Context: an optimization exercise on an open-source flow, tuned for small area and a short achievable clock period. The choices shown serve that exercise and are no tape-out recipe.
Function was checked by simulation only, so behaviour that the tests miss may differ from the original.

### design/flow/run.sh
#!/bin/bash
# synth_recipe.tcl (not shown) runs the flow's synth.tcl, then flattens the netlist and writes it again
# the make line also repeats each setting of config.mk as NAME=value (left out here)
make -C /OpenROAD-flow-scripts/flow DESIGN_CONFIG=/design/flow/config.mk WORK_HOME=/design/flow/orfs CLKGATE_MAP_FILE= SYNTH_SCRIPT=/design/flow/synth_recipe.tcl finish
### design/flow/config.mk
export PLATFORM = sky130hd
export DESIGN_NAME = Sqrt_fixp
export DESIGN_NICKNAME = Sqrt_fixp
export VERILOG_FILES = /design/flow/design.v
export SDC_FILE = /design/flow/constraint.sdc
export NUM_CORES = 4
export LEC_CHECK = 0
export CAP_MARGIN = 20
export CORE_MARGIN = 2
export CORE_UTILIZATION = 40
export SLEW_MARGIN = 20
### design/flow/constraint.sdc
create_clock -name core_clock -period 8.0 [get_ports {clk}]
set_input_delay 1.6000 -clock core_clock [delete_from_list [all_inputs] [get_ports {clk}]]
set_output_delay 1.6000 -clock core_clock [all_outputs]
set_load 0.01 [all_outputs]
### design/flow/design.v
`timescale 1ns / 1ps
module Sqrt_fixp
    #(
      parameter  m = 37 ,   
      parameter  n = 27)
    (
            input   clk,
            input   rst_n,
            input   [m-1:0] x,
            input   [m-1:0] y,
            output reg [m-1:0] c
    );
    reg signed  [m-1:0]      x0, y0;
    reg signed  [m-1:0]      x1, y1;
    reg signed  [m-1:0]      x2, y2;
    reg signed  [m-1:0]      x3, y3;
    reg signed  [m-1:0]      x4, y4;
    reg signed  [m-1:0]      x5, y5;
    reg signed  [m-1:0]      x6, y6;
    reg signed  [m-1:0]      x7, y7;
    reg signed  [m-1:0]      x8, y8;
    reg signed  [m-1:0]      x9, y9;
    reg signed  [m-1:0]      x10, y10;
    reg signed  [m-1:0]      x11, y11;
    reg signed  [m-1:0]      x12, y12;
    reg signed  [m-1:0]      x13, y13;
    reg signed  [m-1:0]      x14, y14;
    reg signed  [m-1:0]      x15;
    always @ (posedge clk or negedge rst_n)
    begin
        if( !rst_n )  begin
            x0 <= 1'b0;                         
            y0 <= 1'b0;
        end
        else  begin  
            x0 <= x[m-1]? ~(x-1):x;     
            y0 <= y;                 
        end
    end
    always @ (posedge clk or negedge rst_n)
    begin
        if( !rst_n )  begin
            x1 <= 1'b0;                         
            y1 <= 1'b0;     
            x2 <= 1'b0;                         
            y2 <= 1'b0;     
            x3 <= 1'b0;                         
            y3 <= 1'b0;     
            x4 <= 1'b0;                         
            y4 <= 1'b0;     
            x5 <= 1'b0;                         
            y5 <= 1'b0;     
            x6 <= 1'b0;                         
            y6 <= 1'b0;     
            x7 <= 1'b0;                         
            y7 <= 1'b0;     
            x8 <= 1'b0;                         
            y8 <= 1'b0;     
            x9 <= 1'b0;                         
            y9 <= 1'b0;     
            x10 <= 1'b0;                         
            y10 <= 1'b0;    
            x11 <= 1'b0;                         
            y11 <= 1'b0;    
            x12 <= 1'b0;                         
            y12 <= 1'b0;    
            x13 <= 1'b0;                         
            y13 <= 1'b0;    
            x14 <= 1'b0;                         
            y14 <= 1'b0;    
            x15 <= 1'b0;      
        end
        else begin
        x1 <= y0[m-1]? x0 - y0:x0 + y0;  
        y1 <= y0[m-1]? y0 + x0:y0 - x0;  
        x2 <= y1[m-1]? x1 - (y1>>>1):x1 + (y1>>>1); 
        y2 <= y1[m-1]? y1 + (x1>>>1):y1 - (x1>>>1); 
       		x3 <= y2[m-1]? x2 - (y2>>>2):x2 + (y2>>>2); 
        y3 <= y2[m-1]? y2 + (x2>>>2):y2 - (x2>>>2); 
        x4 <= y3[m-1]? x3 - (y3>>>3):x3 + (y3>>>3); 
        y4 <= y3[m-1]? y3 + (x3>>>3):y3 - (x3>>>3); 
        x5 <= y4[m-1]? x4 - (y4>>>4):x4 + (y4>>>4); 
        y5 <= y4[m-1]? y4 + (x4>>>4):y4 - (x4>>>4);
        x6 <= y5[m-1]? x5 - (y5>>>5):x5 + (y5>>>5); 
        y6 <= y5[m-1]? y5 + (x5>>>5):y5 - (x5>>>5);
        x7 <= y6[m-1]? x6 - (y6>>>6):x6 + (y6>>>6); 
        y7 <= y6[m-1]? y6 + (x6>>>6):y6 - (x6>>>6); 
        x8 <= y7[m-1]? x7 - (y7>>>7):x7 + (y7>>>7); 
        y8 <= y7[m-1]? y7 + (x7>>>7):y7 - (x7>>>7); 
        x9 <= y8[m-1]? x8 - (y8>>>8):x8 + (y8>>>8); 
        y9 <= y8[m-1]? y8 + (x8>>>8):y8 - (x8>>>8); 
        x10 <= y9[m-1]? x9 - (y9>>>9):x9 + (y9>>>9); 
        y10 <= y9[m-1]? y9 + (x9>>>9):y9 - (x9>>>9);
        x11 <= y10[m-1]? x10 - (y10>>>10):x10 + (y10>>>10); 
        y11 <= y10[m-1]? y10 + (x10>>>10):y10 - (x10>>>10); 
        x12 <= y11[m-1]? x11 - (y11>>>11):x11 + (y11>>>11); 
        y12 <= y11[m-1]? y11 + (x11>>>11):y11 - (x11>>>11); 
        x13 <= y12[m-1]? x12 - (y12>>>12):x12 + (y12>>>12); 
        y13 <= y12[m-1]? y12 + (x12>>>12):y12 - (x12>>>12); 
        x14 <= y13[m-1]? x13 - (y13>>>13):x13 + (y13>>>13); 
        y14 <= y13[m-1]? y13 + (x13>>>13):y13 - (x13>>>13);   
        x15 <= y14[m-1]? x14 - (y14>>>14):x14 + (y14>>>14); 
        end
    end
    always @(posedge clk or negedge rst_n) begin
        if (!rst_n)
            c<= 0;
        else
        begin
            c <= (x15>>>1) + (x15>>>4) + (x15>>>5) + (x15>>>7) + (x15>>>8) + (x15>>>10) 
             +(x15>>>11) + (x15>>>12) + (x15>>>14) + (x15>>>17) + (x15>>>18) + (x15>>>19) 
             + (x15>>>21) + (x15>>>22) + (x15>>>24) + (x15>>>25) + (x15>>>27);
        end
    end
endmodule
==> metrics.md <==
| Metric | Value |
|---|---|
| IO Pins | `113` |
| Detailed Place HPWL | `251 mm` |
| Startpoint Class | `flip-flop` |
| Count of pins over their slew limit | `0` |
| Clk sink count | `1168` |
| R2R depth | `23` |
| Tot GR Track Use | `0.219` |
| First-pass GRT wire length | `481 mm` |
| Final Hold Vio Count | `0` |
| Syn Std Cell Area | `0.108 sq mm` |
| Unrepaired setup endpoints after global routing | `false` |
| Pre-antenna DRT Iters | `6` |
| Cell Rows | `190` |
| Final Cycle Share | `0.917` |
| Clock latency on the worst-skew pair | `840 ps` |
| Clock transition at the registers of the reported paths | `60 ps` |
| Total Wirelength | `306 mm` |
| Clock Tree Root | `clkbuf_16` |
| Main combinational cell family by area after synthesis | `compound AO/OA/AOI/OAI gates` |
| Register Area | `0.0292 sq mm` |
| Post-cts resize count | `0` |
| Status | `no timing/DRC/antenna violations` |
| Post-route cell area | `0.118 sq mm` |
| Post-Synth XOR/XNOR Area | `0.142` |
| Yosys reg bits | `1168` |
| Syn_nets | `13870` |
| Worst Hold Class | `flip-flop to flip-flop` |
| Port bufs | `112` |
| Type of destination of the critical path | `flip-flop` |
| CTS max path bufs | `4` |
| Initial antenna violation count | `8` |
| Gpl congestion | `0.918` |
| Fin crit period | `7340 ps` |
| Clock H-tree levels | `4` |
| Routed wire per std cell | `19.1 um` |
| DRC violations left | `0` |
| Cell count after synthesis | `12278` |
| Post-Place Worst Slack | `625 ps` |
| Final setup margin | `663 ps` |
| CP arrival | `8050 ps` |
| Mux cell area share after synthesis | `0.00561` |
| Pin count of the biggest net entering global routing | `140` |
| Post-synth EDFFs | `0` |
| Fmax | `0.136 GHz` |
| CTS Buf Count | `148` |
| Max-Cap Viols | `0` |
| WHS Path Cells | `1` |
| Slew @ Worst Pin | `1090 ps` |
| Area of the multi-input gates | `0.0744 sq mm` |
| WP data required | `8710 ps` |
| Final ANT Viol Nets | `0` |
| Gr ovfl total | `0` |
| Hold Slack | `510 ps` |
| DIE WIDTH | `523 um` |
| Synth Area in Adders | `0.197` |
| Initial DRC count | `6366` |
| Die ar. | `0.273 sq mm` |
| Critical path fanouts, max | `6` |
| Area after DPL | `0.113 sq mm` |
| Die Ht | `523 um` |
| Ys async rst share | `1.00` |
| Vias in the first global route | `83863` |
| Post-CTS setup buffers | `0` |
| Layout cell share with drive strength beyond 1 | `0.0350` |
| Mean Syn Cell Area | `8.77 sq um` |
| Core area | `0.268 sq mm` |
| Unique masters post-synth | `98` |
| Final setup vio count | `0` |
| Final Skew | `56.9 ps` |
| Post-Route Setup TNS | `0 ps` |
| Initial Util | `0.402` |
| Vias per cell | `5.47` |
| Area growth, synth to finish | `9.67%` |
| Rel. slew slack | `0.254` |
| Yosys warns | `1` |
| Simple-Gate Fraction of Synth Area | `0.143` |
| Hold-fix buffer count after cts | `0` |
| Predominant post-synthesis flop cell | `dfrtp_1` |
| Post-synthesis sequential area ratio | `0.271` |
| Setup Crit Path Kind | `flip-flop to flip-flop` |
| Via count | `87857` |
| CTS tree | `yes` |
| Post-synthesis compound-gate area fraction | `0.203` |
| Post-layout nets | `13965` |
| FILL cells | `26438` |
==> critical path, cell delays in order (launching register included) <==
cell and delay (ps):
dfrtp_1 510, inv_1 270, fa_1 620, inv_1 110, fa_1 490, fa_1 550, inv_1 50, fa_1 550
fa_1 430, fa_1 500, inv_1 40, ha_1 210, fa_1 480, a211o_1 320, a21oi_1 190, o21bai_1 140
a21o_1 290, a31o_2 300, o21ai_1 140, o2bb2ai_1 220, o211ai_1 250, nor2_1 290, o31ai_1 150, xnor2_1 140
==> cells by family (layout without fill, tap and decap cells) <==
logic type,count (synthesis),count (layout)
AO/OA/AOI/OAI,3487,3487
XOR/XNOR,1750,1750
adder cells (fa/ha/maj),1516,1516
buffers and inverters,1086,1300
flip-flops,1168,1168
multiplexers,56,56
other,0,5
AND/OR/NAND/NOR,3215,3215
==> cell usage in the layout, fill, tap and decap left out, types with 162 or more instances in the layout <==
cell         n
o21ai_0    348
nor2_1    1141
dfrtp_1   1158
xnor2_1   1170
ha_1      1215
o21bai_1   181
nor3_1     338
a21o_1     562
xor2_1     579
o21ai_1    199
fa_1       301
o21a_1     162
nor2b_1    167
nand2_1    606
inv_1      860
a21oi_1   1331
==> worst paths after layout <==
kind	from	end	slack [ps]
worst max-delay path	x15[23]	c[36]	660
worst min-delay path	y10[0]	y11[0]	510
worst max register to register	x15[23]	c[36]	660
worst min register to register	y10[0]	y11[0]	510
max in group asynchronous	rst_n	y7[36]	5420
min in group asynchronous	rst_n	x15[26]	620
==> cell usage after synthesis, types with 73 or more instances <==
cell | n | area share
nor4_1 | 143 | 0.0083
nor2b_1 | 167 | 0.0097
a21o_1 | 562 | 0.039
o21bai_1 | 181 | 0.013
o21ai_1 | 199 | 0.0093
nor3_1 | 338 | 0.016
a211oi_1 | 95 | 0.0066
o21a_1 | 162 | 0.011
inv_1 | 860 | 0.030
clkbuf_1 | 180 | 0.0063
and2_1 | 73 | 0.0042
o21ai_0 | 348 | 0.016
dfrtp_1 | 1168 | 0.27
ha_1 | 1215 | 0.14
xnor2_1 | 1170 | 0.095
nand2_1 | 606 | 0.021
nand4_1 | 106 | 0.0062
xor2_1 | 579 | 0.047
nor2_1 | 1141 | 0.040
nand2b_1 | 158 | 0.0092
a21oi_1 | 1331 | 0.062
and3_1 | 114 | 0.0066
fa_1 | 301 | 0.056
a31oi_1 | 154 | 0.0089
nand3_1 | 160 | 0.0074
==> stage by stage <==
step,util,cells
floorplan,-,12278
global placement,0.421,15775
detailed placement,0.421,15775
CTS,0.441,16044
global route,0.441,16049
finish,0.441,16049
==> routing by layer <==
layer,track usage,vias to the layer above,wire [um],share of wire
li1,-,43429,-,-
met5,0,-,13,0.000042
met2,0.359,2040,141000,0.46
met3,0.0213,396,13800,0.045
met1,0.308,41990,143000,0.47
met4,0.0570,2,7970,0.026
==> final cells by class <==
cell class              count  area share
diodes                      5    0.000106
clock buffers             178      0.0342
clock inverters            91     0.00983
inverters                 878      0.0279
multi-input cells       10024       0.630
flip-flops and latches   1168       0.248
well taps                3552      0.0376
repair buffers            153      0.0128

[re-timing with driven ports]
Ports are ideal in the flow. The routed layout listed here was re-timed in OpenROAD.
Step 1 (the two cells are an assumption about what drives the block):
set clk [get_ports {clk}]
set_driving_cell -lib_cell sky130_fd_sc_hd__clkbuf_16 $clk
set_driving_cell -lib_cell sky130_fd_sc_hd__buf_2 [delete_from_list [all_inputs] $clk]
Step 2 moves the port delays by t, midway between the first and last clock arrival at a register: inputs arrive t later, outputs are due t later. That takes back most of the time a late clock gives input paths.
Slacks: ideal / step 1 / step 2; pairs: ideal / step 1.
t (ns): 0.915
slack for setup (ns): 0.663 / 0.663 / 0.663
worst setup path after step 2: register to register
latest minus earliest clock arrival (ns): 0.073 / 0.073
cell pins on the clock port's net: 1
After both steps this run still meets setup and hold. The setup slack of this run moves by 0.000 ns with the drivers and by 0.000 ns with both steps.
